Context: an optimization exercise on an open-source flow, tuned for small area. The choices shown serve that exercise and are no tape-out recipe.
Where RTL was checked, it was by simulation tests only, not by an equivalence proof against the original.
Function not checked in runs 3 and 4: the RTL went through the layout flow alone.
No activity file was given, so power comes from the tool's default toggle rates.

<file path="flow/flow/abc_area.script">
&get -n
&st
&syn2
&dch
&nf -R 1000 -p -F 16 -C 32 -E 100
&put
</file>
<file path="flow/standard.sh">
#!/bin/bash
# synth_recipe.tcl (not shown) runs the flow's synth.tcl, then flattens the netlist and writes it again
# the make line also repeats each setting of config.mk as NAME=value (left out here)
make -C /OpenROAD-flow-scripts/flow DESIGN_CONFIG=/design/flow/config.mk WORK_HOME=/design/flow/orfs CLKGATE_MAP_FILE= SYNTH_SCRIPT=/design/flow/synth_recipe.tcl "${@:-finish}"
</file>
<file path="flow/flow/run.sh">
#!/bin/bash
# ORFS layout as in standard.sh, with three changes:
#  - synthesis maps logic with an area-recovering ABC script (flow/abc_area.script)
#    instead of ORFS's speed script; registers are mapped exactly as before
#  - port buffers use buf_1
#  - the clock tree uses clkbuf_8 with clusters of 20 sinks and no dummy loads
set -euo pipefail
W=$(pwd)
F=$W/flow
# synthesis script: ORFS synth.tcl with the ABC script replaced
python3 - "$FLOW_HOME/scripts/synth.tcl" "$W/synth_area.tcl" "$F/abc_area.script" <<'PY'
import sys
src, dst, script = sys.argv[1:]
s = open(src).read()
a = "  log_cmd abc {*}$abc_args\n"
assert s.count(a) == 1
s = s.replace(a, "  set abc_args [lreplace $abc_args 1 1 %s]\n%s" % (script, a))
open(dst, "w").write(s)
PY
sed "s#source \$::env(SCRIPTS_DIR)/synth.tcl#source $W/synth_area.tcl#" synth_recipe.tcl > synth_top.tcl
grep -q "synth_area.tcl" synth_top.tcl
sed "s#SYNTH_SCRIPT=[^ ]*#SYNTH_SCRIPT=$W/synth_top.tcl#" standard.sh > flow_run.sh
grep -q "synth_top.tcl" flow_run.sh
export BUFFER_PORTS_ARGS="-buffer_cell sky130_fd_sc_hd__buf_1"
export CTS_ARGS="-sink_clustering_enable -repair_clock_nets -dont_use_dummy_load -buf_list {sky130_fd_sc_hd__clkbuf_4 sky130_fd_sc_hd__clkbuf_8} -sink_clustering_size 18 -sink_clustering_max_diameter 60"
bash flow_run.sh > flow_run.log 2>&1
</file>
<file path="flow/constraint.sdc">
create_clock -name core_clock -period 8.0 [get_ports {clk}]
set_input_delay 1.6000 -clock core_clock [delete_from_list [all_inputs] [get_ports {clk}]]
set_output_delay 1.6000 -clock core_clock [all_outputs]
set_load 0.01 [all_outputs]
</file>
<file path="flow/config.mk">
export PLATFORM = sky130hd
export DESIGN_NAME = TX
export DESIGN_NICKNAME = TX
export VERILOG_FILES = /design/flow/design.v
export SDC_FILE = /design/flow/constraint.sdc
export NUM_CORES = 8
export LEC_CHECK = 0
export CAP_MARGIN = 20
export CORE_MARGIN = 2
export CORE_UTILIZATION = 70
export PLACE_DENSITY = 0.8
export SLEW_MARGIN = 20
</file>
<file path="flow/design.v">
`timescale 1ns/1ns
module TX(input clk, input rst, input in, input run, input [3:0]rate, input tx_request, output [51:0]out, output valid, output ready, output [1:0]cr, output [1:0]mod);
reg m1, m0, c1;
assign mod = {m1, m0};
assign cr = {c1, ~c1 & m1 & m0};
wire m3 = m1 & m0;
wire m2 = m1 & ~m0;
wire nz = m1 | m0;
wire cr_half = ~c1 & ~cr[0];
always @(posedge clk, negedge rst) begin
	if(~rst) begin
		m1 <= 1'b1; m0 <= 1'b1; c1 <= 1'b1;
	end
	else if(tx_request) begin
		m1 <= ~(rate[2] & rate[0]);
		m0 <= ~(rate[3] & rate[0]);
		c1 <= rate[1] | ~rate[0];
	end
end
reg st;               
reg [6:0] scn;        
reg [6:0] d;          
reg [1:0] q;          
reg en, enb;          
wire vr = run & st;
wire fb = scn[6] ^ scn[3];
wire en_n = vr & (cr_half | q != 2'd1);
assign ready = st;
always @(posedge clk, negedge rst) begin
	if(~rst) begin
		st <= 1'b0;
		scn <= 7'h00;
		d <= 7'd0;
		q <= 2'd0;
		en <= 1'b0;
	end
	else begin
		st <= 1'b1;
		en <= en_n;
		if(vr) begin
			scn <= {scn[5:0], ~fb};
			d <= {d[5:0], in ^ fb};
			q <= (q == 2'd3 || (q == 2'd2 && c1)) ? 2'd0 : q + 2'd1;
		end
	end
end
always @(posedge clk) enb <= ~en_n;
wire ea = d[0] ^ d[2] ^ d[3] ^ d[5] ^ d[6];
wire eb = d[0] ^ d[1] ^ d[2] ^ d[3] ^ d[6];
reg r1, r2;
wire qa = q[0] ^ q[1];
wire xa = (cr_half | qa) ? ea : (q[0] | c1) ? r1 : r2;
wire xb = (cr[0] & ~qa) ? ea : eb;
always @(posedge clk) begin
	r1 <= ea;
	r2 <= eb;
end
reg [136:0] ev, od;
wire [136:0] evn, odn;
genvar p;
generate for(p = 0; p < 137; p = p + 1) begin : chain
	if(p == 136) begin
		assign evn[p] = xa;
		assign odn[p] = xb;
	end
	else if(p == 0) begin
		assign evn[p] = m1 ? ev[1] : m0 ? ev[17] : ev[41];
		assign odn[p] = m1 ? od[1] : m0 ? od[17] : od[41];
	end
	else if(p == 48) begin
		assign evn[p] = m1 ? ev[49] : m0 ? ev[65] : ev[89];
		assign odn[p] = m1 ? od[49] : m0 ? od[65] : od[89];
	end
	else if(p == 96) begin
		assign evn[p] = m1 ? ev[97] : m0 ? ev[113] : xa;
		assign odn[p] = m1 ? od[97] : m0 ? od[113] : xb;
	end
	else if(p == 24 || p == 72) begin
		assign evn[p] = m1 ? ev[p+1] : ev[p+17];
		assign odn[p] = m1 ? od[p+1] : od[p+17];
	end
	else if(p == 120) begin
		assign evn[p] = m1 ? ev[p+1] : xa;
		assign odn[p] = m1 ? od[p+1] : xb;
	end
	else if(p == 128) begin
		assign evn[p] = m0 ? ev[p+1] : xa;
		assign odn[p] = m0 ? od[p+1] : xb;
	end
	else if(p == 8 || p == 32 || p == 56 || p == 80 || p == 104) begin
		assign evn[p] = m0 ? ev[p+1] : ev[p+9];
		assign odn[p] = m0 ? od[p+1] : od[p+9];
	end
	else begin
		assign evn[p] = ev[p+1];
		assign odn[p] = od[p+1];
	end
end endgenerate
always @(posedge clk) begin
	ev <= ({137{en}} & evn) | ({137{enb}} & ev);
	od <= ({137{en}} & odn) | ({137{enb}} & od);
end
reg [4:0] g;
reg [2:0] w;
reg vt;
wire oph = m1 ? (m0 ? g[4] & g[0] : g[3] & g[1] & g[0]) : (m0 ? g[2] & g[0] : g[1]);
always @(posedge clk, negedge rst) begin
	if(~rst) begin
		g <= 5'd0;
		w <= 3'd0;
		vt <= 1'b0;
	end
	else begin
		vt <= en & oph;
		if(en) begin
			w <= w + 3'd1;
			if(w == 3'd7) g <= oph ? 5'd0 : g + 5'd1;
		end
	end
end
assign valid = vt;
reg [6:0] pln;        
always @(posedge clk, negedge rst) begin
	if(~rst) pln <= 7'h00;
	else if(en & oph & (w == 3'd0)) pln <= {pln[5:0], ~(pln[6] ^ pln[3])};
end
wire J0 = (w == 3'd1) | (w == 3'd4) | (w == 3'd7);
wire J1 = (w == 3'd2) | (w == 3'd5) | (w == 3'd0);
wire J2 = (w == 3'd3) | (w == 3'd6);
wire [2:0] se0 = {m3 & J1, m3 & J2, ~m3 | J0};
wire [2:0] se2 = {m3 & J1, m3 & J2, m3 & J0};
wire [2:0] so0 = {m3 & J2, m3 ? J0 : m2, m3 ? J1 : ~m2};
wire [2:0] so1 = {m3 ? J2 : m2, m3 & J0, m3 & J1};
wire [2:0] so2 = {m3 & J2, m3 & J0, m3 & J1};
function [7:0] sub(input [5:0] t, input [2:0] s0, input [2:0] s1, input [2:0] s2, input m3, input m1, input nz);
	reg n0, n1, n2, n3, n4, n5;
	begin
		n0 = ~(s0[0] & t[0] | s0[1] & t[1] | s0[2] & t[2]);
		n1 = ~(s1[0] & t[1] | s1[1] & t[2] | s1[2] & t[0]);
		n2 = ~(s2[0] & t[2] | s2[1] & t[0] | s2[2] & t[1]);
		n3 = ~(s0[0] & t[3] | s0[1] & t[4] | s0[2] & t[5]);
		n4 = ~(s1[0] & t[4] | s1[1] & t[5] | s1[2] & t[3]);
		n5 = ~(s2[0] & t[5] | s2[1] & t[3] | s2[2] & t[4]);
		sub = {n0, m3 & n1, m1 & ~(n1 ^ n2), 1'b1, nz & n3, m3 & n4, m1 & ~(n4 ^ n5), nz};
	end
endfunction
genvar k;
generate for(k = 0; k < 3; k = k + 1) begin : subc
	wire [5:0] te = {ev[48*k+40], ev[48*k+32], ev[48*k+24], ev[48*k+16], ev[48*k+8], ev[48*k]};
	wire [5:0] to = {od[48*k+40], od[48*k+32], od[48*k+24], od[48*k+16], od[48*k+8], od[48*k]};
	assign out[8*k+7 -: 8] = sub(te, se0, se0, se2, m3, m1, nz);
	assign out[8*k+31 -: 8] = sub(to, so0, so1, so2, m3, m1, nz);
end endgenerate
wire pt = ~pln[0] ^ (w[2] & w[1]);
assign out[51:48] = {~w[0] & pt, 2'b00, ~w[0]};
endmodule
</file>
==> results of run 1 <==
critical path, delay by kind of cell, from the launching register on:
| family | cells | cell delay [ns] |
|---|---|---|
| DFF | 1 | 1.01 |
| xor gates and xnor gates | 1 | 0.12 |
| buffers and inverters | 3 | 0.97 |
| AOI/OAI and AO/OA | 1 | 0.58 |
| and+or+nand+nor | 3 | 0.68 |
cell type report:
class,count,area [um^2],area share [%]
well taps,188,235.2,2.054
flip-flops and latches,314,6482,56.62
repair buffers,67,290.3,2.535
multi-input cells,539,4115,35.94
inverters,10,37.54,0.3278
clock buffers,21,289.0,2.524
cell usage after synthesis, types with 3 or more instances:
cell type    n
o21ai_0     49
a21oi_1     16
a221o_1      6
a31oi_1      4
buf_4       17
nand2_1     37
nor2_1      40
a222oi_1    30
and3_1      13
a21o_1       6
dfxtp_1    277
a22o_1     257
ha_1        10
clkinv_1    10
xnor2_1      5
xor2_1      20
dfrtp_1     34
dfstp_2      3
mux2_1      23
metal layers:
layer	vias up	global-route usage, %
met5	-	0
met4	0	8.985
met3	44	4.174
met2	233	41.27
met1	3705	37.69
li1	3560	-
per-stage QoR:
step	total power [mW]	instance area [um^2]	utilization, %	std cells
5_1_grt	4.696	11450	75.88	1139
2_1_floorplan	3.333	10750	-	880
3_5_place_dp	3.746	11160	73.94	1118
4_1_cts	4.432	11450	75.85	1139
6_report	4.428	11450	75.88	1139
3_3_place_gp	3.667	11160	73.94	1118
how the worst max path moves through the flow:
stage / end / cells past startpoint / slack, ns / startpoint
6_report: out[5] / 8 / 2.45 / m1$_DFFE_PN1P_
5_1_grt: out[9] / 8 / 2.19 / m1$_DFFE_PN1P_
4_1_cts: out[5] / 8 / 2.47 / m1$_DFFE_PN1P_
3_5_place_dp: out[5] / 8 / 3.14 / m1$_DFFE_PN1P_
3_3_place_gp: out[17] / 8 / 3.25 / m1$_DFFE_PN1P_
2_1_floorplan: pln[1]$_DFFE_PN0P_ / 3 / 2.52 / en$_DFF_PN0_
cell families after synthesis:
logic type,Yosys count,synth area share [%]
buffers and inverters,27,1.540
XOR/XNOR,25,2.042
AO/OA/AOI/OAI,371,28.25
other,2,0.07005
AND/OR/NAND/NOR,99,3.933
flip-flops,314,60.39
multiplexers,25,2.602
adder cells (fa/ha/maj),10,1.167
flip-flops by register name, indices dropped and copies added, names as in the netlist:
register,count
g,5
od,137
pln,7
r1,1
r2,1
scn,7
m1,1
m0,1
c1,1
d,7
q,2
vt,1
enb,1
st,1
w,3
ev,137
en,1
report_power, final:
group / internal, mW / leakage (nW) / switching [mW]
combinational: 0.571 / 1.75 / 0.643
clock: 0.238 / 0.151 / 0.449
sequential: 2.10 / 2.73 / 0.428
==> metrics.cfg, run 1 <==
[logic_synthesis]
ys_types=29
synth_top_cell_area_share_pct=51.72
synth_ff_type=dfxtp_1
synthCells=873
avgSynthCellArea_um2=12.28
synth_area_um2=10720
yosysSeqAreaShare_pct=60.39
synthDominantAreaCellType=dfxtp_1
ys_warn_count=1
async_flop_share_pct=11.78
synth_edf_count=0
ys_ff_latch=314
synthTopCellsByArea=dfxtp_1 52%, a22o_1 21%, dfrtp_1 7.9%, a222oi_1 2.8%, mux2_1 2.4%

[worst_setup_path]
r2r-end=ev[96]$_DFF_P_
worst_ep_arrival_time_ns=3.95
required_ns=6.40
path_class=register to output pin
crit_top_cell=nor2_1
reg2reg_from=m1$_DFFE_PN1P_
r2r_slack_ns=4.88
path_cells=clkinv_1 -> buf_4 -> nor2_1 -> nand2_1 -> a222oi_1 -> xor2_1 -> nor2_1 -> buf_1
critPathSlowestCell=dfstp_2
max_stage_delay_ns=1.01
path_max_fanout=32
start_kind=register
critPathCaptureType=output pin
r2r_cells=8

[hold_path]
min_path_type=register to register
hold_path_depth=1
whs_endpoint=enb$_DFF_P_
min_from=st$_DFF_PN0_

[final_layout]
num_antenna_cells=0
final_common_cell=dfxtp_1
syn_to_final_growth_pct=6.792
nNetsFinal=972
nFillCells=1029
layout-drive-gt1-share_pct=3.996
final_cell_mix=276 x dfxtp_1, 257 x a22o_1, 57 x buf_1

[clock_network]
clock_latency_ns=0.55
cts_hold_buf=0
cts_made_buffers=21
cts_tree=done
cts_setup_buffers=0
cts_resized=0
htree_levels=1
clk_pin_slew_worst_paths_ns=0.11
clkSinkCount=314
clockBufferDepth=3
clockRootBuffer=clkbuf_8

[floorplan]
die_x_um=127.8
placementRows=45
die_area_um2=16320
design.core.area_um2=15090
start_util_pct=71.05
fp.dieH_um=127.8
io_pins=67

[timing]
rsz0062_at_grt=no
clock_skew_ns=0.04172
whs_ns=0.4504
tns_ns=0
drv_slew=0
min_period_ns=5.551
tightest_slew_ns=1.069
hold_viol=0
maxSlewHeadroom_pct=27.99
setup_viol=0
fmax_mhz=180.1
worst_slack_ns=2.449
period_share_pct=69.39

[power_and_ir_drop]
p_leak_nw=4.630
irDropWorstVdd_mv=0.2522
p_per_area_nw_per_um2=386.7

[grt]
antenna_found_initial=0
track_usage_pct=26.34
grt-ovfl-total=0
grt_pass1_wl_um=35630
grt_pass1_vias=7123
grt_max_degree=120

[drt]
wl_met1_um=9590
drc=0
postRouteWirelength_um=21470
dr_wl_met3_um=1319
num_vias=7542
dr_wl_met2_um=10090
drtPass1Iterations=6
wire_per_inst_um=18.85
top_layer_used=met4
drt-vias-per-instance=6.622
drt_iter0_drc=785
ant_nets=0

[placed_design]
gp_congestion=0.8011
pre_cts_ws_ns=3.138
dp_hpwl_um=12770
port_buffers=58

[flow_run]
maxCapViolations=0

[run_status]
status=timing/DRC/antenna clean

==> inputs of run 2 (changes only) <==
--- a/flow/flow/run.sh
+++ b/flow/flow/run.sh
@@ -22,5 +22,5 @@
 sed "s#SYNTH_SCRIPT=[^ ]*#SYNTH_SCRIPT=$W/synth_top.tcl#" standard.sh > flow_run.sh
 grep -q "synth_top.tcl" flow_run.sh
 export BUFFER_PORTS_ARGS="-buffer_cell sky130_fd_sc_hd__buf_1"
-export CTS_ARGS="-sink_clustering_enable -repair_clock_nets -dont_use_dummy_load -buf_list {sky130_fd_sc_hd__clkbuf_4 sky130_fd_sc_hd__clkbuf_8} -sink_clustering_size 18 -sink_clustering_max_diameter 60"
+export CTS_ARGS="-sink_clustering_enable -repair_clock_nets -dont_use_dummy_load -buf_list sky130_fd_sc_hd__clkbuf_8 -sink_clustering_size 18 -sink_clustering_max_diameter 60"
 bash flow_run.sh > flow_run.log 2>&1
==> run 2 against run 1 <==
Still clean on timing, DRC and antenna. Fmax did not move. Critical path depth did not move. Sequential cell count did not move. First-iteration DRC count did not move. Clock power barely moved. Sequential share of layout area did not move. Synthesized cell count did not move. Clock skew did not move. Combinational power barely moved. Count of clock-buffer cells in the layout did not move. Routed wire length did not move. Setup slack did not move.
==> metrics.cfg, run 2 <==
[worst_setup_path]
path_cells=clkinv_1 -> buf_4 -> nor2_1 -> nand2_1 -> a222oi_1 -> xor2_1 -> nor2_1 -> buf_1
required_ns=6.40
path_max_fanout=32
crit_top_cell=nor2_1
worst_ep_arrival_time_ns=3.95
max_stage_delay_ns=1.01
critPathSlowestCell=dfstp_2
start_kind=register
path_class=register to output pin
critPathCaptureType=output pin

[logic_synthesis]
ys_warn_count=1
yosysMostFrequentCell=dfxtp_1
synthDominantAreaCellType=dfxtp_1
async_flop_share_pct=11.78
synth_area_um2=10720
synthTopCellsByCount=277 x dfxtp_1, 257 x a22o_1, 49 x o21ai_0
synth_top_cell_area_share_pct=51.72
ys_types=29
synthTopCellsByArea=dfxtp_1 52%, a22o_1 21%, dfrtp_1 7.9%, a222oi_1 2.8%, mux2_1 2.4%
ys_ff_latch=314
avgSynthCellArea_um2=12.28
yosysSeqAreaShare_pct=60.39
synthCells=873
synth_ff_type=dfxtp_1
synth_edf_count=0

[placed_design]
gp_congestion=0.8011
dpl-instance-area_um2=11160
dp_hpwl_um=12770
port_buffers=58
pre_cts_ws_ns=3.138

[power_and_ir_drop]
p_seq_share_pct=57.1
p_int_mw=2.907
power.switching_mw=1.520
irDropWorstVdd_mv=0.2522
swShare_pct=34.34
power_mw=4.428
p_leak_nw=4.630
pwr-share-clk_pct=15.5
combPwrFrac_pct=27.4
p_per_area_nw_per_um2=386.7

[timing]
drv_slew=0
worst_slack_ns=2.449
rsz0062_at_grt=no
hold_viol=0
maxSlewHeadroom_pct=27.99
min_period_ns=5.551
whs_ns=0.4504
clock_skew_ns=0.04172
period_share_pct=69.39
tightest_slew_ns=1.069
setup_viol=0
fmax_mhz=180.1
tns_ns=0

[drt]
num_vias=7542
ant_nets=0
wire_per_inst_um=18.85
drc=0
postRouteWirelength_um=21470
drtPass1Iterations=6
drt_iter0_drc=785
drt-vias-per-instance=6.622

[grt]
grt_max_degree=120
track_usage_pct=26.34
grt-ovfl-total=0
grt_pass1_wl_um=35630
grt_pass1_vias=7123
antenna_found_initial=0

[final_layout]
final_common_cell=dfxtp_1
layout-drive-gt1-share_pct=3.996
largest_registers=ev: 137 flops, od: 137 flops
num_antenna_cells=0
fin_area_um2=11450
final_cell_mix=276 x dfxtp_1, 257 x a22o_1, 57 x buf_1
nNetsFinal=972
syn_to_final_growth_pct=6.792

[floorplan]
fp.dieH_um=127.8
start_util_pct=71.05
placementRows=45
die_x_um=127.8
die_area_um2=16320
io_pins=67
design.core.area_um2=15090

[clock_network]
cts_resized=0
cts_hold_buf=0
clock_latency_ns=0.55
clockBufferDepth=3
clockRootBuffer=clkbuf_8
clk_pin_slew_worst_paths_ns=0.11
cts_setup_buffers=0
htree_levels=1
cts_made_buffers=21
clkSinkCount=314
cts_tree=done

[flow_run]
maxCapViolations=0

[hold_path]
min_path_type=register to register

[run_status]
status=timing/DRC/antenna clean

-- run 2: path summary, 6_finish.rpt --
path                                          to      startpoint  slack, ns  depth (start not counted)
worst max register to register    ev[96]$_DFF_P_  m1$_DFFE_PN1P_       4.88                          8
worst max-delay path                      out[5]  m1$_DFFE_PN1P_       2.45                          8
max in group asynchronous           en$_DFF_PN0_             rst       6.18                          1
worst min-delay path                 enb$_DFF_P_    st$_DFF_PN0_       0.45                          1
min in group asynchronous       d[4]$_DFFE_PN0P_             rst       1.17                          1
worst min register to register       enb$_DFF_P_    st$_DFF_PN0_       0.45                          1
-- run 2: power by group through the flow --
stage,Sequential (mW),Combinational (mW),Clock [mW]
after floorplan,2.48,0.852,0
after global placement,2.51,1.15,0
after detailed placement,2.55,1.20,0
after CTS,2.52,1.21,0.703
after global routing,2.60,1.34,0.757
final,2.53,1.21,0.686
-- run 2: logic make-up after synthesis --
kind of cell	share of synthesized area [%]
buf+inv	1.540
flops	60.39
mux	2.602
simple gates	3.933
xor+xnor	2.042
other cells	0.07005
fa+ha+maj	1.167
compound gates	28.25
-- run 2: per-stage QoR --
step / cells / util [%]
after floorplan: 880 / -
after global placement: 1118 / 73.94
after detailed placement: 1118 / 73.94
after CTS: 1139 / 75.85
after global routing: 1139 / 75.88
final: 1139 / 75.88
-- run 2: per-layer routing --
layer  wire length [um]  global-route usage [%]  part of all wire [%]
met1               9590                   37.69                    45
met2              10090                   41.27                    47
met3               1319                   4.174                   6.1
met4                473                   8.985                   2.2
met5                  0                       0                     0
-- run 2: area by class of cell --
class	count	area [um^2]
Inverter	10	37.54
Fill cell	1029	3640
Multi-Input combinational cell	539	4115
Timing Repair Buffer	67	290.3
Sequential cell	314	6482
Tap cell	188	235.2
Clock buffer	21	289.0
-- run 2: critical path: cells and delay by family, from the launching register on --
family                 cells  cell delay [ns]
buffers and inverters      3             0.97
flip-flops                 1             1.01
AND/OR/NAND/NOR            3             0.68
XOR/XNOR                   1             0.12
AO/OA/AOI/OAI              1             0.58
==> inputs of run 3 (changes only) <==
==> flow/design.v (replaced) <==
`timescale 1ns/1ns
module TX(input clk, input rst, input in, input run, input [3:0]rate, input tx_request, output [51:0]out, output valid, output ready, output [1:0]cr, output [1:0]mod);
reg m1, m0, c1;
assign mod = {m1, m0};
assign cr = {c1, ~c1 & m1 & m0};
wire m3 = m1 & m0;
wire m2 = m1 & ~m0;
wire nz = m1 | m0;
wire cr_half = ~c1 & ~cr[0];
always @(posedge clk, negedge rst) begin
	if(~rst) begin
		m1 <= 1'b1; m0 <= 1'b1; c1 <= 1'b1;
	end
	else if(tx_request) begin
		m1 <= ~(rate[2] & rate[0]);
		m0 <= ~(rate[3] & rate[0]);
		c1 <= rate[1] | ~rate[0];
	end
end
reg st;               
reg [6:0] scn;        
reg [6:0] d;          
reg [1:0] q;          
reg en, enb;          
wire vr = run & st;
wire fb = scn[6] ^ scn[3];
wire en_n = vr & (cr_half | q != 2'd1);
assign ready = st;
always @(posedge clk, negedge rst) begin
	if(~rst) begin
		st <= 1'b0;
		scn <= 7'h00;
		d <= 7'd0;
		q <= 2'd0;
		en <= 1'b0;
	end
	else begin
		st <= 1'b1;
		en <= en_n;
		if(vr) begin
			scn <= {scn[5:0], ~fb};
			d <= {d[5:0], in ^ fb};
			q <= (q == 2'd3 || (q == 2'd2 && c1)) ? 2'd0 : q + 2'd1;
		end
	end
end
always @(posedge clk) enb <= ~en_n;
wire ea = d[0] ^ d[2] ^ d[3] ^ d[5] ^ d[6];
wire eb = d[0] ^ d[1] ^ d[2] ^ d[3] ^ d[6];
reg r1, r2;
wire qa = q[0] ^ q[1];
wire xa = (cr_half | qa) ? ea : (q[0] | c1) ? r1 : r2;
wire xb = (cr[0] & ~qa) ? ea : eb;
always @(posedge clk) begin
	r1 <= ea;
	r2 <= eb;
end
wire mq0 = ~m1 & ~m0;    
wire mq1 = ~m1 & m0;     
reg [136:0] ev, od;
reg [136:0] evn, odn;
integer p;
always @(*) begin
	evn = {xa, ev[136:1]};
	odn = {xb, od[136:1]};
	if(m2) begin evn[128] = xa; odn[128] = xb; end
	if(mq1) begin evn[120] = xa; odn[120] = xb; end
	if(mq0) begin evn[112] = xa; odn[112] = xb; end
	for(p = 0; p < 2; p = p + 1) begin
		if(m2) begin evn[48*p+32] = ev[48*p+49]; odn[48*p+32] = od[48*p+49]; end
		if(mq1) begin evn[48*p+24] = ev[48*p+57]; odn[48*p+24] = od[48*p+57]; end
		if(mq0) begin evn[48*p+16] = ev[48*p+57]; odn[48*p+16] = od[48*p+57]; end
	end
end
always @(posedge clk) begin
	ev <= ({137{en}} & evn) | ({137{enb}} & ev);
	od <= ({137{en}} & odn) | ({137{enb}} & od);
end
reg [4:0] g;
reg [2:0] w;
reg vt;
wire oph = m1 ? (m0 ? g[4] & g[0] : g[3] & g[1] & g[0]) : (m0 ? g[2] & g[0] : g[1]);
always @(posedge clk, negedge rst) begin
	if(~rst) begin
		g <= 5'd0;
		w <= 3'd0;
		vt <= 1'b0;
	end
	else begin
		vt <= en & oph;
		if(en) begin
			w <= w + 3'd1;
			if(w == 3'd7) g <= oph ? 5'd0 : g + 5'd1;
		end
	end
end
assign valid = vt;
reg [6:0] pln;        
always @(posedge clk, negedge rst) begin
	if(~rst) pln <= 7'h00;
	else if(en & oph & (w == 3'd0)) pln <= {pln[5:0], ~(pln[6] ^ pln[3])};
end
wire J0 = (w == 3'd1) | (w == 3'd4) | (w == 3'd7);
wire J1 = (w == 3'd2) | (w == 3'd5) | (w == 3'd0);
wire J2 = (w == 3'd3) | (w == 3'd6);
wire A0 = m3 & J0, A1 = m3 & J2, A2 = m3 & J1;
wire B0 = m3 & J1, B1 = m3 & J0, B2 = m3 & J2;
wire [2:0] le0 = {A2 | ~m1, A1 | m2, A0};
wire [2:0] le3 = {A2, A1, A0 | ~m3};
wire [2:0] le2 = {A2, A1, A0};
wire [2:0] lo0 = {B2 | ~m3, B1, B0};
wire [2:0] lo1 = {B2, B1, B0 | m2};
wire [2:0] lo2 = {B2, B1, B0};
wire [2:0] lo3 = {B2, B1 | m2, B0 | ~m1};
wire [2:0] lo4 = {B2 | m2, B1, B0};
function [7:0] sub(input [5:0] t, input [2:0] s0, input [2:0] s1, input [2:0] s2, input [2:0] s3, input [2:0] s4, input [2:0] s5, input m3, input m1, input nz);
	reg n0, n1, n2, n3, n4, n5;
	begin
		n0 = ~(s0[0] & t[0] | s0[1] & t[1] | s0[2] & t[2]);
		n1 = ~(s1[0] & t[1] | s1[1] & t[2] | s1[2] & t[0]);
		n2 = ~(s2[0] & t[2] | s2[1] & t[0] | s2[2] & t[1]);
		n3 = ~(s3[0] & t[3] | s3[1] & t[4] | s3[2] & t[5]);
		n4 = ~(s4[0] & t[4] | s4[1] & t[5] | s4[2] & t[3]);
		n5 = ~(s5[0] & t[5] | s5[1] & t[3] | s5[2] & t[4]);
		sub = {n0, m3 & n1, m1 & ~(n1 ^ n2), 1'b1, nz & n3, m3 & n4, m1 & ~(n4 ^ n5), nz};
	end
endfunction
genvar k;
generate for(k = 0; k < 3; k = k + 1) begin : subc
	wire [5:0] te = {ev[48*k+40], ev[48*k+32], ev[48*k+24], ev[48*k+16], ev[48*k+8], ev[48*k]};
	wire [5:0] to = {od[48*k+40], od[48*k+32], od[48*k+24], od[48*k+16], od[48*k+8], od[48*k]};
	assign out[8*k+7 -: 8] = sub(te, le0, le0, le2, le3, le3, le2, m3, m1, nz);
	assign out[8*k+31 -: 8] = sub(to, lo0, lo1, lo2, lo3, lo4, lo2, m3, m1, nz);
end endgenerate
wire pt = ~pln[0] ^ (w[2] & w[1]);
assign out[51:48] = {~w[0] & pt, 2'b00, ~w[0]};
endmodule
==> run 3 against run 2 <==
Fmax rose by 6.0%. Final cell count decreased by 0.70%. Area after synthesis down 0.23%. Global-route usage fell by 0.48 points. Clock skew down 0.0057 ns. Still clean on timing, DRC and antenna. Routed wire length grew 0.28%. Critical path type unchanged. Sequential cell count unchanged. Sequential share of layout area increased by 0.062 points. Utilization down 0.083 points. First-iteration DRC count rose by 9.2%.
==> metrics.cfg, run 3 <==
[run_status]
status=timing/DRC/antenna clean

[logic_synthesis]
yosysSeqAreaShare_pct=60.53
ys_ff_latch=314
async_flop_share_pct=11.78
yosysMostFrequentCell=dfxtp_1
synth_ff_type=dfxtp_1
synthTopCellsByArea=dfxtp_1 52%, a22o_1 21%, dfrtp_1 8.0%, a222oi_1 2.8%, o21ai_0 2.2%
synth_area_um2=10700
synthCells=866
ys_types=31
ys_warn_count=1
synthTopCellsByCount=277 x dfxtp_1, 257 x a22o_1, 47 x o21ai_0
synth_top_cell_area_share_pct=51.84
avgSynthCellArea_um2=12.35
synthDominantAreaCellType=dfxtp_1
synth_edf_count=0

[drt]
drt_iter0_drc=857
postRouteWirelength_um=21530
drt-vias-per-instance=6.635
drtPass1Iterations=8
wire_per_inst_um=19.04
drc=0
ant_nets=0
num_vias=7504

[clock_network]
cts_setup_buffers=0
htree_levels=1
clk_pin_slew_worst_paths_ns=0.10
clockBufferDepth=3
cts_made_buffers=21
cts_hold_buf=0
clkSinkCount=314
cts_tree=done
clockRootBuffer=clkbuf_8
cts_resized=0
clock_latency_ns=0.53

[final_layout]
final_common_cell=dfxtp_1
final_cell_mix=276 x dfxtp_1, 257 x a22o_1, 57 x buf_1
layout-drive-gt1-share_pct=3.818
syn_to_final_growth_pct=6.925
nNetsFinal=965
largest_registers=ev: 137 flops, od: 137 flops
utilization_pct=75.80
num_antenna_cells=0

[timing]
maxSlewHeadroom_pct=29.81
min_period_ns=5.239
hold_viol=0
tightest_slew_ns=1.053
setup_viol=0
tns_ns=0
rsz0062_at_grt=no
clock_skew_ns=0.03598
period_share_pct=65.48
drv_slew=0
fmax_mhz=190.9

[power_and_ir_drop]
p_seq_share_pct=56.9
p_leak_nw=4.554
power_mw=4.132
p_per_area_nw_per_um2=361.2
irDropWorstVdd_mv=0.2234
pwr-share-clk_pct=16.4
power.switching_mw=1.397
p_int_mw=2.735
combPwrFrac_pct=26.7
swShare_pct=33.81

[worst_setup_path]
reg2reg_from=m0$_DFFE_PN1P_
path_cells=nand2_1 -> nor2_1 -> buf_4 -> a222oi_1 -> xnor2_1 -> and2_0 -> buf_1
start_kind=register
max_stage_delay_ns=0.99
worst_ep_arrival_time_ns=3.64
critPathSlowestCell=dfstp_2
startpoint=m1$_DFFE_PN1P_
path_class=register to output pin
required_ns=6.40
path_max_fanout=38
critPathCaptureType=output pin

[grt]
grt_pass1_wl_um=34660
grt_pass1_vias=6996
antenna_found_initial=0
grt-ovfl-total=0
grt_max_degree=125
track_usage_pct=25.86

[floorplan]
placementRows=45
design.core.area_um2=15090
io_pins=67
fp.dieH_um=127.6
start_util_pct=70.89
die_area_um2=16290
die_x_um=127.6

[hold_path]
min_from=d[4]$_DFFE_PN0P_
min_path_type=register to register

[placed_design]
port_buffers=58
dp_hpwl_um=13230
gp_congestion=0.7817

[flow_run]
maxCapViolations=0

run 3: changes by cell type after synthesis, moves of 3 or more:
cell and change:
a21o_1 -6, a21oi_1 -9, and2_0 +12, mux2_1 -3
nand2_1 +3, nor2_1 -8, xnor2_1 +13, xor2_1 -14
run 3: area by class of cell:
cell class | count | area [um^2]
Inverter | 8 | 30.03
Sequential cell | 314 | 6482
Multi-Input combinational cell | 534 | 4098
Tap cell | 188 | 235.2
Clock buffer | 21 | 289.0
Fill cell | 1040 | 3652
Timing Repair Buffer | 66 | 302.8
run 3: worst paths after layout:
path	endpoint	slack, ns	depth (start not counted)
min reg2reg	d[5]$_DFFE_PN0P_	0.46	1
max reg2reg	pln[1]$_DFFE_PN0P_	5.20	6
min in group asynchronous	scn[4]$_DFFE_PN0P_	1.16	1
max	out[17]	2.76	7
min	d[5]$_DFFE_PN0P_	0.46	1
max in group asynchronous	en$_DFF_PN0_	6.20	1
run 3: worst max-delay path: cells and delay by family, from the launching register on:
family          cells  cell delay [ns]
flops               1             0.99
simple gates        3             1.21
compound gates      1             0.17
buf+inv             2             0.52
xor+xnor            1             0.20
run 3: routing by layer:
metal | GRT usage [%] | share of wire (%) | vias to the layer above
li1 | - | - | 3524
met2 | 42.94 | 48 | 221
met3 | 4.062 | 5.0 | 39
met1 | 35.46 | 45 | 3720
met4 | 7.434 | 2.0 | 0
met5 | 0 | 0 | -
run 3: stage by stage:
step                      instance area, um^2  std cells  setup slack, ns  hold slack [ns]
after detailed placement                11110       1109            3.354           0.4506
final                                   11440       1131            2.761           0.4555
after global placement                  11110       1109            3.471           0.4482
after global routing                    11440       1131            2.585           0.4729
after CTS                               11400       1130            2.741           0.4557
after floorplan                         10720        873            2.494           0.4338
run 3: power by group through the flow:
stage,sequential [mW],clock (mW),combinational [mW]
6_report,2.35,0.679,1.10
5_1_grt,2.40,0.748,1.21
4_1_cts,2.34,0.699,1.09
3_5_place_dp,2.37,0,1.09
3_3_place_gp,2.34,0,1.03
2_1_floorplan,2.33,0,0.750
run 3: cell families after synthesis:
| family | after synthesis | share of synthesized area, % |
|---|---|---|
| AOI/OAI and AO/OA | 356 | 27.54 |
| xor gates and xnor gates | 24 | 1.965 |
| adders and majority gates | 11 | 1.287 |
| buffers and inverters | 25 | 1.474 |
| DFF | 314 | 60.53 |
| muxes | 22 | 2.293 |
| other | 2 | 0.07021 |
| and+or+nand+nor | 112 | 4.843 |
==> inputs of run 4 (changes only) <==
--- a/flow/flow/run.sh
+++ b/flow/flow/run.sh
@@ -22,5 +22,5 @@
 sed "s#SYNTH_SCRIPT=[^ ]*#SYNTH_SCRIPT=$W/synth_top.tcl#" standard.sh > flow_run.sh
 grep -q "synth_top.tcl" flow_run.sh
 export BUFFER_PORTS_ARGS="-buffer_cell sky130_fd_sc_hd__buf_1"
-export CTS_ARGS="-sink_clustering_enable -repair_clock_nets -dont_use_dummy_load -buf_list sky130_fd_sc_hd__clkbuf_8 -sink_clustering_size 18 -sink_clustering_max_diameter 60"
+export CTS_ARGS="-sink_clustering_enable -repair_clock_nets -dont_use_dummy_load -buf_list sky130_fd_sc_hd__clkbuf_8 -sink_clustering_buffer sky130_fd_sc_hd__clkbuf_4 -sink_clustering_size 10 -sink_clustering_max_diameter 50"
 bash flow_run.sh > flow_run.log 2>&1
==> run 4 against run 3 <==
Setup slack worse by 0.0083 ns. Critical path depth unchanged. Count of clock-buffer cells in the layout increased by 16. Largest cell class unchanged.
==> metrics.cfg, run 4 <==
[final_layout]
final_cell_count_no_fill=1147
fin_area_um2=11460
layout-drive-gt1-share_pct=5.422
final_cell_mix=276 x dfxtp_1, 257 x a22o_1, 57 x buf_1
largest_registers=ev: 137 flops, od: 137 flops
nNetsFinal=981
num_antenna_cells=0
syn_to_final_growth_pct=7.112
final_common_cell=dfxtp_1

[flow_run]
maxCapViolations=0

[clock_network]
clk_pin_slew_worst_paths_ns=0.11
htree_levels=2
clock_latency_ns=0.54
clockRootBuffer=clkbuf_8
cts_hold_buf=0
cts_made_buffers=37
clockBufferDepth=3
cts_resized=0
cts_tree=done
clkSinkCount=314
cts_setup_buffers=0

[logic_synthesis]
synth_edf_count=0
yosysSeqAreaShare_pct=60.53
ys_types=31
async_flop_share_pct=11.78
ys_ff_latch=314
synth_area_um2=10700
synthCells=866
synth_top_cell_area_share_pct=51.84
synth_ff_type=dfxtp_1
ys_warn_count=1
synthTopCellsByArea=dfxtp_1 52%, a22o_1 21%, dfrtp_1 8.0%, a222oi_1 2.8%, o21ai_0 2.2%
yosysMostFrequentCell=dfxtp_1
avgSynthCellArea_um2=12.35
synthDominantAreaCellType=dfxtp_1
synthTopCellsByCount=277 x dfxtp_1, 257 x a22o_1, 47 x o21ai_0

[grt]
grt-ovfl-total=0
grt_pass1_vias=7209
grt_busiest_layer=met2
grt_pass1_wl_um=35310
use_met1_pct=35.76
grt_max_degree=125
track_usage_pct=26.66
antenna_found_initial=0
met2_usage_pct=43.19
grt_use_met3_pct=4.690

[worst_setup_path]
r2r_cells=6
cp.depth=7
worst_ep_arrival_time_ns=3.65
r2r_slack_ns=5.23
max_stage_delay_ns=1.00
required_ns=6.40
path_max_fanout=38
worst-path-buf-inv=2
start_kind=register
path_cells=nand2_1 -> nor2_1 -> buf_4 -> a222oi_1 -> xnor2_1 -> and2_0 -> buf_1
path_class=register to output pin
critPathCaptureType=output pin
crit_family=simple AND/OR/NAND/NOR gates
critPathSlowestCell=dfstp_2

[floorplan]
die_area_um2=16290
placementRows=45
start_util_pct=70.89
die_x_um=127.6
design.core.area_um2=15090
fp.dieH_um=127.6
io_pins=67

[hold_path]
hold_path_depth=1
min_path_type=register to register

[power_and_ir_drop]
irDropWorstVdd_mv=0.2380
p_per_area_nw_per_um2=363.6
p_leak_nw=4.586

[placed_design]
dp_hpwl_um=13230
gp_congestion=0.7817
dpl-instance-area_um2=11110
dp_cells=1109
port_buffers=58

[timing]
clock_skew_ns=0.03451
hold_viol=0
period_share_pct=65.59
tns_ns=0
tightest_slew_ns=1.079
rsz0062_at_grt=no
maxSlewHeadroom_pct=28.07
min_period_ns=5.247
drv_slew=0
setup_viol=0
fmax_mhz=190.6

[drt]
ant_nets=0
drtPass1Iterations=8
drt-vias-per-instance=6.589
drc=0
wire_per_inst_um=19.14
postRouteWirelength_um=21950
num_vias=7558
drt_iter0_drc=736

[run_status]
status=timing/DRC/antenna clean

==> run 4: worst paths after layout <==
kind | endpoint | startpoint
min reg2reg | od[121]$_DFF_P_ | od[122]$_DFF_P_
max in group asynchronous | en$_DFF_PN0_ | rst
max reg2reg | pln[1]$_DFFE_PN0P_ | m0$_DFFE_PN1P_
min | od[121]$_DFF_P_ | od[122]$_DFF_P_
min in group asynchronous | pln[0]$_DFFE_PN0P_ | rst
max | out[17] | m1$_DFFE_PN1P_
==> run 4: cell families after synthesis <==
kind of cell | after synthesis | synth area share [%]
flip-flops | 314 | 60.53
XOR/XNOR | 24 | 1.965
AND/OR/NAND/NOR | 112 | 4.843
buffers and inverters | 25 | 1.474
AO/OA/AOI/OAI | 356 | 27.54
adder cells (fa/ha/maj) | 11 | 1.287
multiplexers | 22 | 2.293
other | 2 | 0.07021
==> run 4: power breakdown <==
part | leakage [nW] | internal, mW | switching (mW)
logic | 1.68 | 0.499 | 0.606
clock network | 0.183 | 0.244 | 0.468
registers | 2.72 | 2.00 | 0.351
==> run 4: area by class of cell <==
type | count | area, um^2
Sequential cell | 314 | 6482
Multi-Input combinational cell | 534 | 4098
Fill cell | 1040 | 3632
Clock buffer | 37 | 309.0
Timing Repair Buffer | 66 | 302.8
Tap cell | 188 | 235.2
Inverter | 8 | 30.03
==> run 4: metrics by stage <==
| stage | setup slack (ns) | hold slack (ns) | utilization (%) | power [mW] |
|---|---|---|---|---|
| floorplan | 2.494 | 0.4338 | - | 3.080 |
| CTS | 2.763 | 0.4709 | 75.69 | 4.165 |
| global route | 2.567 | 0.4687 | 75.93 | 4.401 |
| detailed placement | 3.354 | 0.4506 | 73.64 | 3.455 |
| finish | 2.753 | 0.4772 | 75.93 | 4.166 |
| global placement | 3.471 | 0.4482 | 73.64 | 3.372 |
==> run 4: layer usage <==
layer	vias to the layer above	share of wire, %
li1	3563	-
met1	3718	45
met2	231	47
met3	46	5.2
met4	0	2.5
met5	-	0
==> inputs of run 5 (changes only) <==
--- a/flow/design.v
+++ b/flow/design.v
@@ -73,8 +73,8 @@
 	end
 end
 always @(posedge clk) begin
-	ev <= ({137{en}} & evn) | ({137{enb}} & ev);
-	od <= ({137{en}} & odn) | ({137{enb}} & od);
+	ev <= {({136{en}} & evn[136:1]) | ({136{enb}} & ev[136:1]), ev[1]};
+	od <= {({136{en}} & odn[136:1]) | ({136{enb}} & od[136:1]), od[1]};
 end
 reg [4:0] g;
 reg [2:0] w;
--- a/flow/flow/run.sh
+++ b/flow/flow/run.sh
@@ -22,5 +22,5 @@
 sed "s#SYNTH_SCRIPT=[^ ]*#SYNTH_SCRIPT=$W/synth_top.tcl#" standard.sh > flow_run.sh
 grep -q "synth_top.tcl" flow_run.sh
 export BUFFER_PORTS_ARGS="-buffer_cell sky130_fd_sc_hd__buf_1"
-export CTS_ARGS="-sink_clustering_enable -repair_clock_nets -dont_use_dummy_load -buf_list sky130_fd_sc_hd__clkbuf_8 -sink_clustering_buffer sky130_fd_sc_hd__clkbuf_4 -sink_clustering_size 10 -sink_clustering_max_diameter 50"
+export CTS_ARGS="-sink_clustering_enable -repair_clock_nets -dont_use_dummy_load -buf_list sky130_fd_sc_hd__clkbuf_8 -sink_clustering_size 18 -sink_clustering_max_diameter 60"
 bash flow_run.sh > flow_run.log 2>&1
--- a/flow/config.mk
+++ b/flow/config.mk
@@ -7,6 +7,6 @@
 export LEC_CHECK = 0
 export CAP_MARGIN = 20
 export CORE_MARGIN = 2
-export CORE_UTILIZATION = 70
-export PLACE_DENSITY = 0.8
+export CORE_UTILIZATION = 60
+export PLACE_DENSITY = 0.7
 export SLEW_MARGIN = 20
==> run 5 against run 4 <==
Power shrank 0.80%. Routed wire length increased by 0.57%. Clock power down 4.2%. Critical path type unchanged. Fmax down 0.29%. Final area barely moved. Register-to-register slack got worse by 0.45 ns. Setup slack got worse by 0.015 ns. Sequential share of layout area about the same. Critical endpoint is now out[9]. Non-clock buffer count decreased by 2.
==> metrics.cfg, run 5 <==
[grt]
track_usage_pct=23.26
grt_pass1_wl_um=35360
grt_max_degree=125
grt_pass1_vias=6869
grt-ovfl-total=0
antenna_found_initial=0

[logic_synthesis]
synthCells=864
yosysSeqAreaShare_pct=60.63
synth_top_cell_area_share_pct=51.93
ys_ff_latch=314
yosysMostFrequentCell=dfxtp_1
avgSynthCellArea_um2=12.36
async_flop_share_pct=11.78
synthTopCellsByCount=277 x dfxtp_1, 255 x a22o_1, 47 x o21ai_0
ys_types=31
synthDominantAreaCellType=dfxtp_1
synth_ff_type=dfxtp_1
synth_top_family_by_area=compound AO/OA/AOI/OAI gates
synthTopCellsByArea=dfxtp_1 52%, a22o_1 21%, dfrtp_1 8.0%, a222oi_1 2.8%, o21ai_0 2.2%
synth_edf_count=0
synth_compound_area_share_pct=27.42
synth_mux_area_share_pct=2.296
yosys.area_share.simple_pct=4.851
synth_xor_area_share_pct=1.968
synth_area_um2=10680
synthAdderAreaFrac_pct=1.289
ys_warn_count=1

[timing]
hold_viol=0
tns_ns=0
drv_slew=0
fmax_mhz=190.0
min_period_ns=5.262
clock_skew_ns=0.02651
rsz0062_at_grt=no
period_share_pct=65.78
maxSlewHeadroom_pct=19.39
setup_viol=0
tightest_slew_ns=1.208

[clock_network]
htree_levels=1
clockBufferDepth=3
clkSinkCount=314
cts_tree=done
cts_resized=0
clockRootBuffer=clkbuf_8
cts_setup_buffers=0
cts_hold_buf=0
cts_made_buffers=21
clock_latency_ns=0.54
clk_pin_slew_worst_paths_ns=0.11

[drt]
drc=0
num_vias=7364
drtPass1Iterations=6
drt-vias-per-instance=6.326
postRouteWirelength_um=22080
ant_nets=0
drt_iter0_drc=690
wire_per_inst_um=18.97

[worst_setup_path]
crit_family=simple AND/OR/NAND/NOR gates
path_cells=nand2_1 -> nor2_2 -> a222oi_1 -> xnor2_1 -> and2_0 -> buf_1
path_class=register to output pin
max_stage_delay_ns=1.00
required_ns=6.40
worst_ep_arrival_time_ns=3.66
worst-path-buf-inv=1
critPathSlowestCell=nor2_2
start_kind=register
path_max_fanout=38
critPathCaptureType=output pin

[final_layout]
final_cell_count_no_fill=1164
syn_to_final_growth_pct=7.217
largest_registers=ev: 137 flops, od: 137 flops
nNetsFinal=961
final_common_cell=dfxtp_1
final_cell_mix=276 x dfxtp_1, 255 x a22o_1, 57 x buf_1
layout-drive-gt1-share_pct=3.727
num_antenna_cells=0
nFillCells=1331

[placed_design]
gp_congestion=0.7545
port_buffers=58
dp_hpwl_um=13570
dp_cells=1142

[power_and_ir_drop]
p_leak_nw=4.536
p_per_area_nw_per_um2=361.0
irDropWorstVdd_mv=0.2309

[floorplan]
fp.dieH_um=137.4
design.core.area_um2=17360
die_area_um2=18880
io_pins=67
placementRows=48
die_x_um=137.4
start_util_pct=61.53

[run_status]
status=timing/DRC/antenna clean

[hold_path]
min_path_type=register to register

[flow_run]
maxCapViolations=0

[run 5: worst paths after layout]
| check | start | end | slack (ns) | cells after the start |
|---|---|---|---|---|
| setup reg to reg | en$_DFF_PN0_ | od[80]$_DFF_P_ | 4.78 | 5 |
| hold / removal | ev[1]$_DFF_P_ | ev[0]$_DFF_P_ | 0.36 | 0 |
| max in group asynchronous | rst | en$_DFF_PN0_ | 6.20 | 1 |
| setup / recovery | m1$_DFFE_PN1P_ | out[9] | 2.74 | 6 |
| hold reg to reg | ev[1]$_DFF_P_ | ev[0]$_DFF_P_ | 0.36 | 0 |
| min in group asynchronous | rst | pln[3]$_DFFE_PN0P_ | 1.16 | 1 |
[run 5: worst reg2reg max path: stages, from the launching register on]
cell and delay (ns):
dfrtp_4 0.72, buf_16 0.35, buf_4 0.58, buf_4 0.84, o21ai_0 0.40, o21ai_0 0.25
[run 5: area by class of cell]
type | instances | area, um^2 | area share (%)
sequential | 314 | 6482 | 56.62
multi-input combinational | 532 | 4083 | 35.66
clock buffer | 21 | 289.0 | 2.524
timing repair buffer | 64 | 284.0 | 2.481
tap | 225 | 281.5 | 2.459
inverter | 8 | 30.03 | 0.2623
[run 5: power by group]
group / leakage, nW / internal (mW) / switching, mW
sequential: 2.72 / 2.00 / 0.360
combinational: 1.67 / 0.493 / 0.600
clock: 0.151 / 0.238 / 0.444
total: 4.54 / 2.73 / 1.40
[run 5: stage by stage]
step	util (%)	worst slack (ns)	area (um^2)	hold slack [ns]	power (mW)
floorplan	-	2.525	10710	0.3317	3.080
global route	65.97	2.569	11450	0.3742	4.385
finish	65.97	2.738	11450	0.3600	4.133
detailed placement	64.11	3.387	11130	0.3438	3.460
global placement	64.11	3.480	11130	0.3448	3.390
CTS	65.78	2.763	11420	0.3625	4.144
[run 5: kinds of logic (layout without fill, tap and decap cells)]
kind of cell,count (synthesis),after routing
AO/OA/AOI/OAI,354,354
XOR/XNOR,24,24
adder cells (fa/ha/maj),11,11
buffers and inverters,25,93
flip-flops,314,314
multiplexers,22,22
other,2,9
AND/OR/NAND/NOR,112,112
[run 5: routing by layer]
metal	vias to the layer above	global-route usage, %	wire [um]
met5	-	0	0
met4	0	6.873	483
met3	41	3.274	1070
met2	194	36.90	10280
met1	3617	33.23	10250
li1	3512	-	-
==> inputs of run 6 (changes only) <==
--- a/flow/config.mk
+++ b/flow/config.mk
@@ -7,6 +7,6 @@
 export LEC_CHECK = 0
 export CAP_MARGIN = 20
 export CORE_MARGIN = 2
-export CORE_UTILIZATION = 60
-export PLACE_DENSITY = 0.7
+export CORE_UTILIZATION = 76
+export PLACE_DENSITY = 0.86
 export SLEW_MARGIN = 20
==> run 6 against run 5 <==
Routed wire length increased by 0.87%. Setup slack better by 0.16 ns. Sequential cell count unchanged. Worst hold slack improved by 0.0014 ns. Final cell count down 3.7%. Fmax increased by 3.1%. Sequential share of layout area increased by 0.15 points. Clock skew shrank 0.0030 ns. Critical path type unchanged.
==> metrics.cfg, run 6 <==
[timing]
rsz0062_at_grt=no
tightest_slew_ns=1.113
min_period_ns=5.106
drv_slew=0
clock_skew_ns=0.02348
maxSlewHeadroom_pct=25.82
tns_ns=0
hold_viol=0
setup_viol=0
fmax_mhz=195.8
period_share_pct=63.83

[power_and_ir_drop]
irDropWorstVdd_mv=0.2572
p_seq_share_pct=56.3
pwr-share-clk_pct=16.6
p_per_area_nw_per_um2=364.6
p_leak_nw=4.551
swShare_pct=34.28
combPwrFrac_pct=27.1
p_int_mw=2.736
power_mw=4.164
power.switching_mw=1.427

[drt]
drc=0
num_vias=7582
postRouteWirelength_um=22270
drtPass1Iterations=9
drt_iter0_drc=898
ant_nets=0
wire_per_inst_um=19.87
drt-vias-per-instance=6.764

[logic_synthesis]
ys_warn_count=1
ys_ff_latch=314
synth_area_um2=10680
synth_top_family_by_area=compound AO/OA/AOI/OAI gates
synthDominantAreaCellType=dfxtp_1
ys_types=31
synthCells=864
yosysMostFrequentCell=dfxtp_1
avgSynthCellArea_um2=12.36
synthTopCellsByArea=dfxtp_1 52%, a22o_1 21%, dfrtp_1 8.0%, a222oi_1 2.8%, o21ai_0 2.2%
yosys.area_share.simple_pct=4.851
synth_xor_area_share_pct=1.968
synth_top_cell_area_share_pct=51.93
yosysSeqAreaShare_pct=60.63
synthAdderAreaFrac_pct=1.289
synthTopCellsByCount=277 x dfxtp_1, 255 x a22o_1, 47 x o21ai_0
synth_compound_area_share_pct=27.42
synth_mux_area_share_pct=2.296
synth_ff_type=dfxtp_1
synth_edf_count=0
async_flop_share_pct=11.78

[clock_network]
cts_resized=0
cts_made_buffers=21
cts_hold_buf=0
cts_tree=done
clockRootBuffer=clkbuf_8
cts_setup_buffers=0
clockBufferDepth=3
clkSinkCount=314
clock_latency_ns=0.54
htree_levels=1
clk_pin_slew_worst_paths_ns=0.11

[worst_setup_path]
path_cells=ha_1 -> ha_1 -> a211oi_1 -> nand2_1 -> a222oi_1 -> xnor2_1 -> and2_0 -> buf_1
required_ns=6.40
max_stage_delay_ns=0.55
path_max_fanout=6
critPathSlowestCell=a211oi_1
path_class=register to output pin
crit_top_cell=ha_1
worst_ep_arrival_time_ns=3.51
critPathCaptureType=output pin
start_kind=register

[grt]
use_met1_pct=41.43
grt_busiest_layer=met2
met2_usage_pct=44.51
track_usage_pct=29.02
antenna_found_initial=0
grt_use_met3_pct=5.158
grt_max_degree=282
grt_pass1_wl_um=34930
grt-ovfl-total=0
grt_pass1_vias=6862

[placed_design]
dpl-instance-area_um2=11100
dp_hpwl_um=13150
dp_cells=1099
port_buffers=58
gp_congestion=0.8044

[final_layout]
utilization_pct=82.58
largest_registers=ev: 137 flops, od: 137 flops
syn_to_final_growth_pct=6.925
fin_area_um2=11420
nFillCells=816
final_cell_mix=276 x dfxtp_1, 255 x a22o_1, 57 x buf_1
final_common_cell=dfxtp_1
final_cell_count_no_fill=1121
nNetsFinal=963
layout-drive-gt1-share_pct=3.826
num_antenna_cells=0

[floorplan]
die_area_um2=15020
fp.dieH_um=122.5
design.core.area_um2=13830
placementRows=43
die_x_um=122.5
io_pins=67
start_util_pct=77.23

[flow_run]
maxCapViolations=0

[run_status]
status=timing/DRC/antenna clean

[hold_path]
min_path_type=register to register

[run 6: layout make-up]
| cell class | instances | area (um^2) | area share [%] |
|---|---|---|---|
| clock buffer | 21 | 289.0 | 2.531 |
| inverter | 8 | 30.03 | 0.2630 |
| multi-input combinational | 532 | 4080 | 35.73 |
| sequential | 314 | 6482 | 56.77 |
| tap | 180 | 225.2 | 1.972 |
| timing repair buffer | 66 | 311.5 | 2.728 |
[run 6: power by group through the flow]
stage / sequential, mW / combinational [mW] / clock [mW]
final: 2.34 / 1.13 / 0.690
after global routing: 2.39 / 1.24 / 0.751
after global placement: 2.34 / 1.03 / 0
after detailed placement: 2.37 / 1.09 / 0
after floorplan: 2.33 / 0.750 / 0
after CTS: 2.35 / 1.10 / 0.700
[run 6: per-stage QoR]
step           worst slack (ns)  hold WS (ns)
2_1_floorplan             2.525        0.3317
4_1_cts                   2.804        0.3642
6_report                  2.894        0.3614
3_3_place_gp              3.519        0.3441
5_1_grt                   2.679        0.3740
3_5_place_dp              3.389        0.3488
[run 6: worst max-delay path: cells and delay by family, from the launching register on]
| family | cells | cell delay, ns |
|---|---|---|
| AO/OA/AOI/OAI | 2 | 1.08 |
| XOR/XNOR | 1 | 0.17 |
| adder cells (fa/ha/maj) | 2 | 0.50 |
| buffers and inverters | 1 | 0.15 |
| flip-flops | 1 | 0.47 |
| AND/OR/NAND/NOR | 2 | 0.58 |
[run 6: path summary, 6_finish.rpt]
| path | from | to | slack (ns) | cells after the start |
|---|---|---|---|---|
| max | w[0]$_DFFE_PN0P_ | out[9] | 2.89 | 8 |
| min reg2reg | ev[1]$_DFF_P_ | ev[0]$_DFF_P_ | 0.36 | 0 |
| max in group asynchronous | rst | en$_DFF_PN0_ | 6.15 | 1 |
| min in group asynchronous | rst | d[0]$_DFFE_PN0P_ | 1.16 | 1 |
| max reg2reg | m1$_DFFE_PN1P_ | pln[6]$_DFFE_PN0P_ | 5.37 | 7 |
| min | ev[1]$_DFF_P_ | ev[0]$_DFF_P_ | 0.36 | 0 |
[run 6: cell families (layout without fill, tap and decap cells)]
family / Yosys count / after routing
buffers and inverters: 25 / 95
other: 2 / 9
xor gates and xnor gates: 24 / 24
and+or+nand+nor: 112 / 112
DFF: 314 / 314
adders and majority gates: 11 / 11
muxes: 22 / 22
AOI/OAI and AO/OA: 354 / 354
[run 6: routing by layer]
layer / share of wire (%) / vias up / routed length, um
li1: - / 3503 / -
met1: 44 / 3719 / 9868
met2: 46 / 301 / 10210
met3: 6.5 / 59 / 1444
met4: 3.4 / 0 / 748
met5: 0 / - / 0
==> inputs of run 7 (changes only) <==
--- a/flow/config.mk
+++ b/flow/config.mk
@@ -7,6 +7,6 @@
 export LEC_CHECK = 0
 export CAP_MARGIN = 20
 export CORE_MARGIN = 2
-export CORE_UTILIZATION = 76
-export PLACE_DENSITY = 0.86
+export CORE_UTILIZATION = 70
+export PLACE_DENSITY = 0.8
 export SLEW_MARGIN = 20
==> run 7 against run 6 <==
Still clean on timing, DRC and antenna. Clock power down 0.7%. Count of clock-buffer cells in the layout unchanged. Worst hold slack worse by 0.0039 ns. Clock skew up 0.033 ns. Setup slack worse by 0.15 ns. Critical path depth down 1. Final cell count up 0.54%. Sequential share of layout area up 0.19 points.
==> metrics.cfg, run 7 <==
[clock_network]
cts_resized=0
cts_made_buffers=21
clockBufferDepth=3
clkSinkCount=314
cts_hold_buf=0
clk_pin_slew_worst_paths_ns=0.11
clock_latency_ns=0.54
clockRootBuffer=clkbuf_8
cts_setup_buffers=0
cts_tree=done
htree_levels=1

[timing]
period_share_pct=65.72
tns_ns=0
rsz0062_at_grt=no
setup_viol=0
clock_skew_ns=0.05645
tightest_slew_ns=1.115
hold_viol=0
fmax_mhz=190.2
min_period_ns=5.257
maxSlewHeadroom_pct=25.66
drv_slew=0

[final_layout]
nNetsFinal=961
num_antenna_cells=0
final_cell_count_no_fill=1127
syn_to_final_growth_pct=6.573
layout-drive-gt1-share_pct=3.621
final_cell_mix=276 x dfxtp_1, 255 x a22o_1, 57 x buf_1
final_common_cell=dfxtp_1
largest_registers=ev: 137 flops, od: 137 flops

[logic_synthesis]
synth_area_um2=10680
ys_warn_count=1
ys_types=31
synthCells=864
yosysMostFrequentCell=dfxtp_1
avgSynthCellArea_um2=12.36
synth_edf_count=0
ys_ff_latch=314
synth_top_cell_area_share_pct=51.93
synthDominantAreaCellType=dfxtp_1
async_flop_share_pct=11.78
synth_ff_type=dfxtp_1
yosysSeqAreaShare_pct=60.63
synthTopCellsByArea=dfxtp_1 52%, a22o_1 21%, dfrtp_1 8.0%, a222oi_1 2.8%, o21ai_0 2.2%
synthTopCellsByCount=277 x dfxtp_1, 255 x a22o_1, 47 x o21ai_0

[worst_setup_path]
path_max_fanout=38
path_class=register to output pin
start_kind=register
required_ns=6.40
worst_ep_arrival_time_ns=3.66
worst-path-buf-inv=2
critPathSlowestCell=dfstp_2
cp.depth=7
path_cells=nand2_1 -> nor2_1 -> buf_4 -> a222oi_1 -> xnor2_1 -> and2_0 -> buf_1
max_stage_delay_ns=0.97
crit_family=simple AND/OR/NAND/NOR gates
critPathCaptureType=output pin
r2r_cells=6

[placed_design]
dp_cells=1106
port_buffers=58
dp_hpwl_um=13240
gp_congestion=0.8160

[floorplan]
design.core.area_um2=15030
io_pins=67
fp.dieH_um=127.5
start_util_pct=71.04
placementRows=45
die_x_um=127.5
die_area_um2=16260

[power_and_ir_drop]
p_per_area_nw_per_um2=363.8
p_leak_nw=4.530
irDropWorstVdd_mv=0.2769

[hold_path]
hold_path_depth=0
min_path_type=register to register

[drt]
drc=0
wire_per_inst_um=19.36
drt_iter0_drc=767
postRouteWirelength_um=21820
drtPass1Iterations=8
drt-vias-per-instance=6.575
num_vias=7410
ant_nets=0

[flow_run]
maxCapViolations=0

[grt]
antenna_found_initial=0
grt-ovfl-total=0
grt_pass1_vias=6979
track_usage_pct=26.36
grt_max_degree=109
grt_pass1_wl_um=35250

[run_status]
status=timing/DRC/antenna clean

-- run 7: cell counts after synthesis --
Identical to the previous run, type by type.
-- run 7: logic make-up after synthesis --
logic type      count (synthesis)  synth area share (%)
compound gates                354                 27.42
flops                         314                 60.63
simple gates                  112                 4.851
buf+inv                        25                 1.476
xor+xnor                       24                 1.968
mux                            22                 2.296
fa+ha+maj                      11                 1.289
other cells                     2               0.07032
-- run 7: area by class of cell --
| type | count | area, um^2 |
|---|---|---|
| clock buffer | 21 | 289.0 |
| fill | 1038 | 3652 |
| inverter | 8 | 30.03 |
| multi-input combinational | 532 | 4080 |
| sequential | 314 | 6482 |
| tap | 188 | 235.2 |
| timing repair buffer | 64 | 264.0 |
-- run 7: routing by layer --
layer  global-route usage, %  share of wire [%]
met1                   37.65                 46
met5                       0                  0
met4                   8.727                2.4
met3                   4.020                5.7
met2                   41.59                 46
-- run 7: metrics by stage --
step                worst slack (ns)  total power, mW  utilization, %  hold WS [ns]  area [um^2]
global route                   2.560            4.379           75.71        0.3684        11380
CTS                            2.785            4.141           75.67        0.3635        11380
detailed placement             3.392            3.457           73.75        0.3460        11090
finish                         2.743            4.140           75.71        0.3575        11380
floorplan                      2.525            3.080               -        0.3317        10710
global placement               3.557            3.381           73.75        0.3432        11090
-- run 7: worst paths after layout --
check                      slack, ns           start                  to
setup / recovery                2.74  m1$_DFFE_PN1P_              out[9]
hold / removal                  0.36   od[1]$_DFF_P_       od[0]$_DFF_P_
hold reg to reg                 0.36   od[1]$_DFF_P_       od[0]$_DFF_P_
min in group asynchronous       1.17             rst  pln[4]$_DFFE_PN0P_
max in group asynchronous       6.18             rst        en$_DFF_PN0_
setup reg to reg                5.04  m0$_DFFE_PN1P_  pln[1]$_DFFE_PN0P_
-- run 7: report_power, final --
| part | switching, mW | internal, mW | leakage (nW) |
|---|---|---|---|
| Sequential | 0.372 | 2.00 | 2.72 |
| Combinational | 0.594 | 0.490 | 1.66 |
| Clock | 0.448 | 0.238 | 0.151 |
==> inputs of run 8 (changes only) <==
--- a/flow/flow/run.sh
+++ b/flow/flow/run.sh
@@ -21,6 +21,7 @@
 grep -q "synth_area.tcl" synth_top.tcl
 sed "s#SYNTH_SCRIPT=[^ ]*#SYNTH_SCRIPT=$W/synth_top.tcl#" standard.sh > flow_run.sh
 grep -q "synth_top.tcl" flow_run.sh
+export SKIP_REPAIR_TIE_FANOUT=1
 export BUFFER_PORTS_ARGS="-buffer_cell sky130_fd_sc_hd__buf_1"
 export CTS_ARGS="-sink_clustering_enable -repair_clock_nets -dont_use_dummy_load -buf_list sky130_fd_sc_hd__clkbuf_8 -sink_clustering_size 18 -sink_clustering_max_diameter 60"
 bash flow_run.sh > flow_run.log 2>&1
==> run 8 against run 7 <==
Critical path type unchanged. Setup slack gained 0.023 ns. Register-to-register slack improved by 0.08 ns. Die area unchanged. Largest cell class unchanged. Highest routed layer unchanged. First-iteration DRC count is 3.4% higher. Synthesized cell count unchanged. Global-route usage is 0.37 points higher. Routed wire length is 1.2% higher. Fmax up 0.43%. Sequential share of layout area is 0.075 points higher.
==> metrics.cfg, run 8 <==
[run_status]
status=timing/DRC/antenna clean

[grt]
grt_pass1_vias=7100
use_met1_pct=39.02
grt-ovfl-total=0
grt_use_met3_pct=3.727
antenna_found_initial=0
track_usage_pct=26.73
grt_busiest_layer=met2
grt_max_degree=122
met2_usage_pct=41.11
grt_pass1_wl_um=35780

[timing]
worst_slack_ns=2.765
rsz0062_at_grt=no
maxSlewHeadroom_pct=28.72
min_period_ns=5.235
tns_ns=0
period_share_pct=65.43
setup_viol=0
hold_viol=0
tightest_slew_ns=1.069
clock_skew_ns=0.02905
fmax_mhz=191.0
drv_slew=0

[final_layout]
num_antenna_cells=0
nFillCells=1011
layout-drive-gt1-share_pct=3.751
final_cell_mix=276 x dfxtp_1, 255 x a22o_1, 57 x buf_1
seqCellArea_um2=6482
final_common_cell=dfxtp_1
nNetsFinal=955
syn_to_final_growth_pct=6.432
largest_registers=ev: 137 flops, od: 137 flops
fin_area_um2=11370
multi_input_area_um2=4054

[clock_network]
clockBufferDepth=3
cts_setup_buffers=0
cts_made_buffers=21
clock_latency_ns=0.54
clockRootBuffer=clkbuf_8
clkSinkCount=314
clk_pin_slew_worst_paths_ns=0.10
cts_tree=done
cts_hold_buf=0
cts_resized=0
htree_levels=1

[flow_run]
maxCapViolations=0

[worst_setup_path]
path_class=register to output pin
worst_ep_arrival_time_ns=3.63
critPathCaptureType=output pin
required_ns=6.40
start_kind=register
path_max_fanout=38

[logic_synthesis]
synth_xor_area_share_pct=1.968
synth_mux_area_share_pct=2.296
synth_edf_count=0
synthTopCellsByCount=277 x dfxtp_1, 255 x a22o_1, 47 x o21ai_0
synth_top_family_by_area=compound AO/OA/AOI/OAI gates
ys_warn_count=1
yosysSeqAreaShare_pct=60.63
yosys.area_share.simple_pct=4.851
synthCells=864
synth_ff_type=dfxtp_1
synthDominantAreaCellType=dfxtp_1
synthTopCellsByArea=dfxtp_1 52%, a22o_1 21%, dfrtp_1 8.0%, a222oi_1 2.8%, o21ai_0 2.2%
ys_ff_latch=314
async_flop_share_pct=11.78
yosysMostFrequentCell=dfxtp_1
avgSynthCellArea_um2=12.36
synth_top_cell_area_share_pct=51.93
synthAdderAreaFrac_pct=1.289
synth_area_um2=10680
synth_compound_area_share_pct=27.42
ys_types=31

[drt]
drt-vias-per-instance=6.625
drtPass1Iterations=8
drc=0
wire_per_inst_um=19.69
num_vias=7427
ant_nets=0
drt_iter0_drc=793
postRouteWirelength_um=22070

[hold_path]
min_path_type=register to register

[floorplan]
placementRows=45
die_x_um=127.5
start_util_pct=71.04
io_pins=67
fp.dieH_um=127.5
design.core.area_um2=15030
die_area_um2=16260

[power_and_ir_drop]
p_per_area_nw_per_um2=363.9
irDropWorstVdd_mv=0.2563
p_leak_nw=4.513

[placed_design]
dp_hpwl_um=13490
gp_congestion=0.7995
port_buffers=58
dpl-instance-area_um2=11070
pre_cts_ws_ns=3.359

-- run 8: cell counts after synthesis --
Identical to the previous run, type by type.
-- run 8: metal layers --
layer	part of all wire (%)	vias to the layer above
met5	0	-
met2	46	218
met3	5.0	50
li1	-	3506
met1	46	3653
met4	3.0	0
-- run 8: worst max-delay path, stage by stage, from the launching register on --
cell      delay, ns
dfstp_2        0.99
nand2_1        0.29
nor2_1         0.73
buf_4          0.37
a222oi_1       0.17
xnor2_1        0.19
and2_0         0.18
buf_1          0.18
-- run 8: path summary, 6_finish.rpt --
| kind | depth (start not counted) | end | startpoint | slack, ns |
|---|---|---|---|---|
| worst min-delay path | 0 | ev[0]$_DFF_P_ | ev[1]$_DFF_P_ | 0.36 |
| max in group asynchronous | 1 | en$_DFF_PN0_ | rst | 6.14 |
| min in group asynchronous | 1 | g[4]$_DFFE_PN0P_ | rst | 1.19 |
| worst max register to register | 6 | pln[3]$_DFFE_PN0P_ | m0$_DFFE_PN1P_ | 5.12 |
| worst min register to register | 0 | ev[0]$_DFF_P_ | ev[1]$_DFF_P_ | 0.36 |
| worst max-delay path | 7 | out[9] | m1$_DFFE_PN1P_ | 2.77 |
-- run 8: area by class of cell --
type / count / area share (%)
clock buffers: 21 / 2.543
inverters: 8 / 0.2642
multi-input cells: 525 / 35.67
flip-flops and latches: 314 / 57.03
well taps: 188 / 2.070
repair buffers: 65 / 2.422
-- run 8: power breakdown --
group | total (mW) | switching, mW | internal (mW)
clock network | 0.675 | 0.437 | 0.238
registers | 2.36 | 0.359 | 2.00
logic | 1.10 | 0.610 | 0.494
total | 4.14 | 1.41 | 2.73
-- run 8: through the flow --
step	hold WS [ns]	power, mW	instances	util (%)
floorplan	0.3317	3.080	864	-
global placement	0.3414	3.384	1100	73.62
detailed placement	0.3469	3.465	1100	73.62
CTS	0.3631	4.141	1121	75.55
global route	0.3707	4.376	1121	75.61
finish	0.3603	4.137	1121	75.61
-- run 8: logic make-up after synthesis --
kind of cell               count (synthesis)
muxes                                     22
DFF                                      314
buffers and inverters                     25
xor gates and xnor gates                  24
and+or+nand+nor                          112
other                                      2
AOI/OAI and AO/OA                        354
adders and majority gates                 11

Setup slack of run 8, layout unchanged: 2.765 ns with ideal ports, 2.728 ns with driving cells assumed (clock clkbuf_16, inputs buf_2), 3.288 ns with port delays also shifted by the 0.560 ns mid clock arrival.
